Source: an optimization exercise on an open RTL-to-GDS flow (aim: small area). Production flows keep margins and buffers that such runs may drop.
At most, simulation tests tie the RTL to the original design; equivalence was not proved.
No driver is modelled on the clock port, so clocking that relies on it looks cheaper here than on a real chip.
Power is estimated from default activity; no workload was simulated.

Setup of rev 12:
==> module transmitter, before the edit <==
module transmitter (
    input        clk,
    input        reset,
    input        tick,
    input        tick_d,
    input        started,
    input        bit_in,
    output [2:0] bitsel,
    output       tx,
    output       done
);
    reg [7:0] c;
    wire [3:0] slot = c[7:4];
    wire idle = ~(c[7] | c[6]);
    wire stop = &slot;
    wire start_bit = ~c[7] & c[6] & c[5] & ~c[4];
    assign bitsel = slot[2:0];
    assign tx     = idle | stop | (~start_bit & bit_in);
    assign done   = tick & (&c);
    always @(posedge clk, posedge reset) begin
        if (reset) begin
            c <= 8'd0;
        end else begin
            if (idle) begin
                if (started) c[6:5] <= 2'b11;
            end else if (tick_d) begin
                c <= c + 8'd1;
            end
        end
    end
endmodule
Settings: LEC_CHECK=0, CAP_MARGIN=20, CORE_MARGIN=2, CORE_UTILIZATION=70, PLACE_DENSITY=0.8, SLEW_MARGIN=20; clock period 10.0 ns.
standard.sh (not shown) runs the stock make flow with config.mk's settings and CLKGATE_MAP_FILE= SYNTH_SCRIPT=/design/flow/synth_recipe.tcl, a recipe that flattens the netlist after the stock synthesis.
==> flow/flow/run.sh <==
#!/bin/bash
# The standard layout (standard.sh, unchanged synthesis), with these changes:
#  - at the end of floorplan, flow/post_floorplan.tcl re-maps the synthesized
#    logic for area with OpenROAD's restructure (registers untouched);
#  - the ports get the smallest buffer (buf_1);
#  - the clock tree is built by flow/pre_cts.tcl instead of TritonCTS (which
#    is then given no net to work on): the flip-flops are split by recursive
#    bisection of their placement into groups of at most 11, each driven by a
#    clkbuf_4 at its centroid, all driven by one clkbuf_16 fed by the clock port;
#  - after that, flow/post_cts.tcl gives each logic cell the smallest drive of
#    its kind that keeps timing, makes each clock buffer as small as a 110 ps
#    flip-flop clock-pin slew target (on placement parasitics) allows, and then
#    runs CTS's usual timing repair.
# Each tool's output is in the ORFS logs under orfs/logs; make's in standard.log.
set -euo pipefail
F=$(cd "$(dirname "$0")" && pwd)
export POST_FLOORPLAN_TCL=$F/post_floorplan.tcl
export PRE_CTS_TCL=$F/pre_cts.tcl
export CTS_ARGS="-clk_nets clk -dont_use_dummy_load -buf_list sky130_fd_sc_hd__clkbuf_8"
export BUFFER_PORTS_ARGS="-buffer_cell sky130_fd_sc_hd__buf_1"
export SKIP_CTS_REPAIR_TIMING=1
export POST_CTS_TCL=$F/post_cts.tcl
bash standard.sh finish > standard.log 2>&1
Other scripts of this flow, unchanged in this note and not shown: flow/flow/filter_lib.py, flow/flow/post_cts.tcl, flow/flow/post_floorplan.tcl, flow/flow/pre_cts.tcl
Here is what was changed in the inputs of rev 13 compared with rev 12.
-- flow/design.v --
<<< rev 12, line 42
    assign tx     = idle | stop | (~start_bit & bit_in);
    assign done   = tick & (&c);
    always @(posedge clk, posedge reset) begin
        if (reset) begin
            c <= 8'd0;
        end else begin
            if (idle) begin
                if (started) c[6:5] <= 2'b11;
            end else if (tick_d) begin
                c <= c + 8'd1;
            end
        end
    end
endmodule
>>> rev 13, line 42
    assign tx     = idle | stop | (~start_bit & bit_in);
    assign done   = tick & (&c);
    wire go = idle & started;
    wire [7:0] carry;
    assign carry[0] = tick_d & ~idle;
    genvar i;
    generate
        for (i = 1; i < 8; i = i + 1) begin : g_carry
            assign carry[i] = carry[i-1] & c[i-1];
        end
    endgenerate
    always @(posedge clk, posedge reset) begin
        if (reset) c <= 8'd0;
        else c <= c ^ (carry | {1'b0, go, go, 5'b0});
    end
endmodule
Results
Overall routed net length: lower on rev 12
[rev 13 vs rev 12] initial core utilization: lower in rev 13
Area added between synthesis and finish was lower in rev 12 than in rev 13.
Higher via count among rev 13 and rev 12: rev 13
Rev 13 ended up with flop to output pin as its kind of critical path; rev 12 ended up with flop to flop.
Compared with rev 12, rev 13 shows a combinational group share of total power that is 4.2 points lower.
For the area of the core, rev 13 came in about 1% lower than rev 12 did.
Delta (rev 13 minus rev 12): sequential share of layout area neither gained nor lost much, die area lost about 1.2%.
No run of this note included a check of the RTL's function; only the layout flow was run.

---

## MS
uart_fifo again, from the RTL that the note above started with.
==> module rx_fifo, before the edit <==
module rx_fifo (
    input        clk,
    input        reset,
    input        push,
    input  [7:0] wdata,
    input        pop,
    output       empty,
    output [7:0] rdata
);
    reg        e;
    reg  [2:0] t;
    reg [63:0] mem;
    wire full    = ~e & (&t);
    wire do_push = push & ~full;
    wire do_pop  = pop & ~e;
    assign empty = e;
    assign rdata = mem[7:0];
    wire up = do_push & ~do_pop & ~e;
    wire dn = do_pop & ~do_push & (t != 3'd0);
    wire [2:0] ones, zeros;
    assign ones[0] = up;
    assign zeros[0] = dn;
    genvar i;
    generate
        for (i = 1; i < 3; i = i + 1) begin : g_cnt
            assign ones[i]  = ones[i-1] & t[i-1];
            assign zeros[i] = zeros[i-1] & ~t[i-1];
        end
    endgenerate
    always @(posedge clk, posedge reset) begin
        if (reset) begin
            e <= 1'b1;
            t <= 3'd0;
        end else begin
            t <= t ^ (ones | zeros);
            if (e ? do_push : (do_pop & ~do_push & (t == 3'd0))) e <= ~e;
        end
    end
    wire [71:0] m_in = {wdata, mem};
    generate
        for (i = 0; i < 8; i = i + 1) begin : g_slot
            always @(posedge clk) begin
                if (do_pop || e || t < i) mem[8*i +: 8] <= m_in[8*(i+1) +: 8];
            end
        end
    endgenerate
endmodule
export LEC_CHECK = 0
export CAP_MARGIN = 0
export CORE_MARGIN = 2
export CORE_UTILIZATION = 70
export PLACE_DENSITY = 0.8
export SLEW_MARGIN = 0
create_clock -name core_clock -period 10.0 [get_ports {clk}]
==> flow/flow/run.sh <==
#!/bin/bash
# The standard layout (standard.sh, unchanged synthesis), with these changes:
#  - at the end of floorplan, flow/post_floorplan.tcl re-maps the synthesized
#    logic for area with OpenROAD's restructure (registers untouched);
#  - the ports get the smallest buffer (buf_1);
#  - the clock tree is hand-built (flow/ct_lib.tcl) instead of by TritonCTS:
#    the flip-flops are split by recursive bisection of their placement into
#    groups of at most 22, each driven by an inv_8 at its centroid, all driven
#    by one inv_12 fed by the clock port (two inversions, so the flip-flops see
#    the clock's own polarity). flow/pre_cts.tcl first puts in a buffer tree of
#    the same shape so that CTS finds no clock net to work on; flow/post_cts.tcl
#    then replaces it with the inverters (after CTS's repair_clock_inverters);
#  - flow/post_cts.tcl then also gives each logic cell the smallest drive of
#    its kind that keeps timing, makes each clock-tree inverter as small as a 110 ps
#    flip-flop clock-pin slew target (on placement parasitics) allows, and then
#    runs CTS's usual timing repair.
# Each tool's output is in the ORFS logs under orfs/logs; make's in standard.log.
set -euo pipefail
F=$(cd "$(dirname "$0")" && pwd)
export POST_FLOORPLAN_TCL=$F/post_floorplan.tcl
export PRE_CTS_TCL=$F/pre_cts.tcl
export CTS_ARGS="-clk_nets clk -dont_use_dummy_load -buf_list sky130_fd_sc_hd__clkbuf_8"
export BUFFER_PORTS_ARGS="-buffer_cell sky130_fd_sc_hd__buf_1"
export SKIP_CTS_REPAIR_TIMING=1
export POST_CTS_TCL=$F/post_cts.tcl
bash standard.sh finish > standard.log 2>&1
Other scripts of this flow, unchanged in this note and not shown: flow/flow/ct_lib.tcl, flow/flow/filter_lib.py, flow/flow/post_cts.tcl, flow/flow/post_floorplan.tcl, flow/flow/pre_cts.tcl
MS reached the end of the flow, and the finished layout is clean on the timing, design-rule and antenna checks.
Inputs modified between MS and TR:
--- a/flow/design.v
+++ b/flow/design.v
@@ -131,46 +131,40 @@
     input        push,
     input  [7:0] wdata,
     input        pop,
     output       empty,
     output [7:0] rdata
 );
-    reg        e;
-    reg  [2:0] t;
+    reg  [3:0] n;
     reg [63:0] mem;
-    wire full    = ~e & (&t);
+    wire full    = n[3];
     wire do_push = push & ~full;
-    wire do_pop  = pop & ~e;
-    assign empty = e;
+    wire do_pop  = pop & (n != 4'd0);
+    assign empty = (n == 4'd0);
     assign rdata = mem[7:0];
-    wire up = do_push & ~do_pop & ~e;
-    wire dn = do_pop & ~do_push & (t != 3'd0);
-    wire [2:0] ones, zeros;
+    wire up = do_push & ~do_pop;
+    wire dn = do_pop & ~do_push;
+    wire [3:0] ones, zeros;
     assign ones[0] = up;
     assign zeros[0] = dn;
     genvar i;
     generate
-        for (i = 1; i < 3; i = i + 1) begin : g_cnt
-            assign ones[i]  = ones[i-1] & t[i-1];
-            assign zeros[i] = zeros[i-1] & ~t[i-1];
-        end
-    endgenerate
-    always @(posedge clk, posedge reset) begin
-        if (reset) begin
-            e <= 1'b1;
-            t <= 3'd0;
-        end else begin
-            t <= t ^ (ones | zeros);
-            if (e ? do_push : (do_pop & ~do_push & (t == 3'd0))) e <= ~e;
-        end
+        for (i = 1; i < 4; i = i + 1) begin : g_cnt
+            assign ones[i]  = ones[i-1] & n[i-1];
+            assign zeros[i] = zeros[i-1] & ~n[i-1];
+        end
+    endgenerate
+    always @(posedge clk, posedge reset) begin
+        if (reset) n <= 0;
+        else n <= n ^ (ones | zeros);
     end
     wire [71:0] m_in = {wdata, mem};
     generate
         for (i = 0; i < 8; i = i + 1) begin : g_slot
             always @(posedge clk) begin
-                if (do_pop || e || t < i) mem[8*i +: 8] <= m_in[8*(i+1) +: 8];
+                if (do_pop || n <= i) mem[8*i +: 8] <= m_in[8*(i+1) +: 8];
             end
         end
     endgenerate
 endmodule
 `timescale 1ns / 1ps
 module uart_fifo (
### Flow results
The final reports for TR and MS show utilization higher in the former. Wire length of the first global-routing pass went down by a few percent going from MS to TR. MS -> TR: antenna diode count delta 0, exact match. Flip-flop and latch share of the layout cell area: TR and MS compared, lower one is MS. Of TR and MS, the run reporting the lower total power was TR. TR improves on MS in area enclosed by the die boundary. Relative to MS, the multiplexer area fraction after synthesis of TR is higher by 0.45 points. NOTE: actual slew at the worst max-slew pin in TR falls short of that of MS.
The RTL of MS was laid out without a check of its function.

---

Setup of gamma:
uart_fifo with an RTL version that a note above also has.
Size in the first run: about 310 cells after synthesis, roughly 170 flip-flops, roughly 24 I/O pins.
## uart_fifo
module uart_fifo (
    input clk,
    input reset,
    output tx,
    input tx_en,
    input [7:0] tx_data,
    output tx_full,
    input rx,
    input rx_en,
    output [7:0] rx_data,
    output rx_empty
);
==> module rx_fifo, before the edit <==
module rx_fifo (
    input        clk,
    input        reset,
    input        push,
    input  [7:0] wdata,
    input        pop,
    output       empty,
    output [7:0] rdata
);
    reg  [3:0] n;
    reg [63:0] mem;
    wire full    = n[3];
    wire do_push = push & ~full;
    wire do_pop  = pop & (n != 4'd0);
    assign empty = (n == 4'd0);
    assign rdata = mem[7:0];
    wire up = do_push & ~do_pop;
    wire dn = do_pop & ~do_push;
    wire [3:0] ones, zeros;
    assign ones[0] = up;
    assign zeros[0] = dn;
    genvar i;
    generate
        for (i = 1; i < 4; i = i + 1) begin : g_cnt
            assign ones[i]  = ones[i-1] & n[i-1];
            assign zeros[i] = zeros[i-1] & ~n[i-1];
        end
    endgenerate
    always @(posedge clk, posedge reset) begin
        if (reset) n <= 0;
        else n <= n ^ (ones | zeros);
    end
    wire [71:0] m_in = {wdata, mem};
    generate
        for (i = 0; i < 8; i = i + 1) begin : g_slot
            always @(posedge clk) begin
                if (do_pop || n <= i) mem[8*i +: 8] <= m_in[8*(i+1) +: 8];
            end
        end
    endgenerate
endmodule
export LEC_CHECK = 0
export CAP_MARGIN = 20
export CORE_MARGIN = 2
export CORE_UTILIZATION = 70
export PLACE_DENSITY = 0.8
export SLEW_MARGIN = 20
create_clock -name core_clock -period 10.0 [get_ports {clk}]
Scripts as last shown in full above: flow/flow/run.sh
Other scripts of this flow, unchanged in this note and not shown: flow/flow/ct_lib.tcl, flow/flow/filter_lib.py, flow/flow/post_cts.tcl, flow/flow/post_floorplan.tcl, flow/flow/pre_cts.tcl
The inputs of alpha differ from those of gamma as listed below.
diff --git a/flow/design.v b/flow/design.v
--- a/flow/design.v
+++ b/flow/design.v
@@ -39,20 +39,22 @@
     wire stop = &slot;
     wire start_bit = ~c[7] & c[6] & c[5] & ~c[4];
     assign bitsel = slot[2:0];
     assign tx     = idle | stop | (~start_bit & bit_in);
     assign done   = tick & (&c);
-    always @(posedge clk, posedge reset) begin
-        if (reset) begin
-            c <= 8'd0;
-        end else begin
-            if (idle) begin
-                if (started) c[6:5] <= 2'b11;
-            end else if (tick_d) begin
-                c <= c + 8'd1;
-            end
-        end
+    wire go = idle & started;
+    wire [7:0] carry;
+    assign carry[0] = tick_d & ~idle;
+    genvar i;
+    generate
+        for (i = 1; i < 8; i = i + 1) begin : g_carry
+            assign carry[i] = carry[i-1] & c[i-1];
+        end
+    endgenerate
+    always @(posedge clk, posedge reset) begin
+        if (reset) c <= 8'd0;
+        else c <= c ^ (carry | {1'b0, go, go, 5'b0});
     end
 endmodule
 module receiver (
     input        clk,
     input        reset,
@@ -132,38 +134,44 @@
     input  [7:0] wdata,
     input        pop,
     output       empty,
     output [7:0] rdata
 );
-    reg  [3:0] n;
+    reg        e;
+    reg  [2:0] t;
     reg [63:0] mem;
-    wire full    = n[3];
+    wire full    = ~e & (&t);
     wire do_push = push & ~full;
-    wire do_pop  = pop & (n != 4'd0);
-    assign empty = (n == 4'd0);
+    wire do_pop  = pop & ~e;
+    assign empty = e;
     assign rdata = mem[7:0];
-    wire up = do_push & ~do_pop;
-    wire dn = do_pop & ~do_push;
-    wire [3:0] ones, zeros;
+    wire up = do_push & ~do_pop & ~e;
+    wire dn = do_pop & ~do_push & (t != 3'd0);
+    wire [2:0] ones, zeros;
     assign ones[0] = up;
     assign zeros[0] = dn;
     genvar i;
     generate
-        for (i = 1; i < 4; i = i + 1) begin : g_cnt
-            assign ones[i]  = ones[i-1] & n[i-1];
-            assign zeros[i] = zeros[i-1] & ~n[i-1];
-        end
-    endgenerate
-    always @(posedge clk, posedge reset) begin
-        if (reset) n <= 0;
-        else n <= n ^ (ones | zeros);
+        for (i = 1; i < 3; i = i + 1) begin : g_cnt
+            assign ones[i]  = ones[i-1] & t[i-1];
+            assign zeros[i] = zeros[i-1] & ~t[i-1];
+        end
+    endgenerate
+    always @(posedge clk, posedge reset) begin
+        if (reset) begin
+            e <= 1'b1;
+            t <= 3'd0;
+        end else begin
+            t <= t ^ (ones | zeros);
+            if (e ? do_push : (do_pop & ~do_push & (t == 3'd0))) e <= ~e;
+        end
     end
     wire [71:0] m_in = {wdata, mem};
     generate
         for (i = 0; i < 8; i = i + 1) begin : g_slot
             always @(posedge clk) begin
-                if (do_pop || n <= i) mem[8*i +: 8] <= m_in[8*(i+1) +: 8];
+                if (do_pop || e || t < i) mem[8*i +: 8] <= m_in[8*(i+1) +: 8];
             end
         end
     endgenerate
 endmodule
 `timescale 1ns / 1ps
Notes after the runs:
- Relative to gamma, the clock power share of alpha is higher by 3.7 points.
- rx_en as the timing startpoint of the critical path was reported by alpha, and U_TX.c[5]$_DFFE_PP0P_ by gamma.
- From gamma to alpha the numbers moved as follows: design area picked up an extra 21 um^2, area growth from synthesis to layout picked up an extra 0.79 points, width of the die neither gained nor lost much, count of different cell masters after synthesis picked up an extra 14%.
For alpha, only the layout was checked, not whether the RTL still works.

port drivers added, routing unchanged:
The results above use ideal ports. As a check the final layouts listed here were re-extracted and re-timed, cells and wires unchanged.
Step 1 assumes that a clkbuf_16 drives the clock port and a buf_2 every other input.
Step 2 adds t to the input delays and takes it off the output delays; t is the mean of the earliest and latest rising clock arrival at the registers after step 1. Input paths then give back, and output paths get back, about the clock's delay inside the block.
a / b / c = ideal / step 1 / step 2; a / b = the first two.
| run | t (ns) | setup slack, ns | cell pins on the clock port's net |
|---|---|---|---|
| rev 12 | 0.397 | 6.029 / 6.029 / 6.029 | 1 |
| rev 13 | 0.403 | 6.191 / 6.153 / 6.106 | 1 |
| MS | 0.237 | 6.022 / 6.022 / 6.022 | 1 |
| TR | 0.233 | 6.446 / 6.389 / 6.622 | 1 |
| gamma | 0.232 | 6.451 / 6.395 / 6.627 | 1 |
| alpha | 0.237 | 6.334 / 6.322 / 6.120 | 1 |
After both steps setup and hold are still met in every run listed. The setup slack of alpha, which loses most, moves by -0.012 ns with the drivers and by -0.214 ns with both steps.
